This design comes from an exercise in tuning for small area on the open sky130 flow, not from production work.
The RTL was checked by simulation tests, not by an equivalence proof against the original design.
No activity file was given, so power comes from the tool's default toggle rates.

Setup of old:
Design top_module_d11, start of the top module:
module top_module_d11(
    i_clk,
    i_reset,
    i_start,
    i_load,
    i_enc_dec,
    i_pt1,
    i_pt2,
    i_key1,
    i_key2,
    i_r,
    o_ct1,
    o_ct2,
    o_done
);
For scale: roughly 1900 cells after synthesis, about 710 I/O pins, about 17000 um^2 of cells after synthesis.
Settings: LEC_CHECK=0, ABC_AREA=1, CAP_MARGIN=20, CORE_MARGIN=2, CORE_UTILIZATION=40, CTS_BUF_LIST=sky130_fd_sc_hd__clkbuf_4, CTS_CLUSTER_DIAMETER=45, CTS_CLUSTER_SIZE=10, SETUP_SLACK_MARGIN=0.1, SLEW_MARGIN=20; clock period 6.0 ns.
standard.sh (not shown) runs the stock make flow with config.mk's settings and CLKGATE_MAP_FILE= SYNTH_SCRIPT=/design/flow/synth_recipe.tcl, a recipe that flattens the netlist after the stock synthesis.
==> flow/flow/run.sh <==
#!/bin/bash
set -euo pipefail
export BUFFER_PORTS_ARGS="-buffer_cell sky130_fd_sc_hd__buf_1"
bash standard.sh > standard.log 2>&1
Relative to old, the following input files were edited for new:
--- a/flow/design.v
+++ b/flow/design.v
@@ -1177,13 +1177,13 @@
 input  [63 : 0] i_pt2;
 input  [127 : 0] i_key1;
 input  [127 : 0] i_key2;
 output wire [63 : 0] o_ct1;
 output wire [63 : 0] o_ct2;
 output wire o_done;
-localparam [2:0] P_IDLE = 3'd0, P_W0 = 3'd1, P_SP = 3'd2, P_MX = 3'd3,
+localparam [2:0] P_IDLE = 3'd0, P_SP = 3'd2, P_MX = 3'd3,
                  P_SRF = 3'd4, P_SRB = 3'd5, P_WT = 3'd6, P_BP = 3'd7;
 reg [2:0] phase;
 reg       hi;      
 reg [2:0] rm;      
 reg [4:0] cnt;
 reg [3:0] c16;
@@ -1225,12 +1225,14 @@
 wire a_en   = hi_rnd & (st_sp | st_bp);
 wire key_en = (st_sp & ~hi_rnd) | st_bp;
 wire w_en   = (r_first & st_sp) | (r_last & st_bp);
 wire use_kp = dec ^ hi;
 wire align  = (c17 == 5'd16);
 wire align16 = (c16 == 4'd15);
+wire need16 = r_first | r_last;
+wire wt_end = (phase == P_WT) & align & (need16 ? align16 : (cnt[1:0] == 2'd3));
 wire [2:0] rc_m = rm;
 wire       rc_flip = hi_rnd ^ dec;
 reg [3:0] rc_tab;
 always @(*) begin
     case ({rc_m, c17[3:0]})
         7'd16: rc_tab = 4'h1;
@@ -1458,30 +1460,21 @@
     if (i_reset) begin
         phase <= P_IDLE;
         done_reg <= 1'b0;
     end else begin
         done_reg <= 1'b0;
         case (phase)
-            P_IDLE: if (!i_load && i_start) phase <= P_W0;
-            P_W0:   if (align && align16) phase <= P_SP;
-            P_SP:   if (cnt == 5'd16) begin
-                        if (!hi_rnd) phase <= P_MX;
-                        else if (align) phase <= P_BP;
-                        else phase <= P_WT;
-                    end
+            P_IDLE: if (!i_load && i_start) phase <= P_WT;
+            P_SP:   if (cnt == 5'd16) phase <= hi_rnd ? P_WT : P_MX;
             P_MX:   if (cnt == 5'd31) begin
                         if (!hi && !r_mid) phase <= P_SRF;
                         else phase <= P_SP;
                     end
-            P_SRF:  if (cnt == 5'd15) begin
-                        if (align) phase <= P_SP;
-                        else phase <= P_WT;
-                    end
+            P_SRF:  if (cnt == 5'd15) phase <= P_WT;
             P_SRB:  if (cnt == 5'd15) phase <= P_MX;
-            P_WT:   if (cnt[1:0] == 2'd3 && align && (!r_last || align16))
-                        phase <= hi_rnd ? P_BP : P_SP;
+            P_WT:   if (wt_end) phase <= hi_rnd ? P_BP : P_SP;
             P_BP:   if (cnt == 5'd15) begin
                         if (r_last) begin
                             phase <= P_IDLE;
                             done_reg <= 1'b1;
                         end else
                             phase <= P_SRB;
@@ -1496,14 +1489,13 @@
         busy <= i_start & ~i_load;
     else
         busy <= ~(st_bp & (cnt == 5'd15) & r_last);
 end
 wire phase_end = (st_sp & (cnt == 5'd16)) | (st_mx & (cnt == 5'd31)) |
                  ((st_sr | st_bp) & (cnt == 5'd15)) |
-                 ((phase == P_WT) & (cnt[1:0] == 2'd3) & align & (!r_last || align16)) |
-                 ((phase == P_W0) & align & align16);
+                 wt_end;
 always @(posedge i_clk) begin
     if (idle) begin
         cnt <= 5'd0;
         hi <= 1'b0;
         rm <= 3'd0;
     end else begin
Findings:
- Relative to old, transition time of the tightest slew-check pin increased by 0.098 ns in new.
- Compared with old, in new combinational power share has decreased; non-clock buffer count has remained practically unchanged; maximum fanout count along the critical path has increased; clock network power consumption has remained practically unchanged; internal portion of total power has decreased.
- Compared with old, new shows vertical die dimension that has gone down slightly.
- Compared with old, in new fmax went down, area added between synthesis and finish neither gained nor lost much, final total power went down about 33%.

static timing again, ports no longer ideal:
The flow's constraints put no driver on any port. The routed layouts listed below were extracted and timed again, unchanged, in two steps.
Step 1: set_driving_cell puts a clkbuf_16 on i_clk and a buf_2 on each other input, an assumption about the parent block.
Step 2 adds t to the input delays and takes it off the output delays; t is the mean of the earliest and latest rising clock arrival at the registers after step 1. Input paths then give back, and output paths get back, about the clock's delay inside the block.
Slacks: ideal ports / drivers / drivers and shift; pairs: ideal ports / drivers.
| run | t (ns) | slack for setup (ns) | hold WS [ns] | slew at the worst register clock pin (ns) |
|---|---|---|---|---|
| old | 0.879 | 2.131 / 2.131 / 2.131 | 0.258 / 0.247 / 0.363 | 0.11 / 0.11 |
| new | 0.894 | 2.098 / 2.098 / 1.965 | 0.345 / 0.318 / 0.357 | 0.11 / 0.11 |
After both steps setup and hold are still met in every run listed. For new, which loses most, drivers alone change the setup slack by 0.000 ns; drivers and shift together by -0.133 ns.
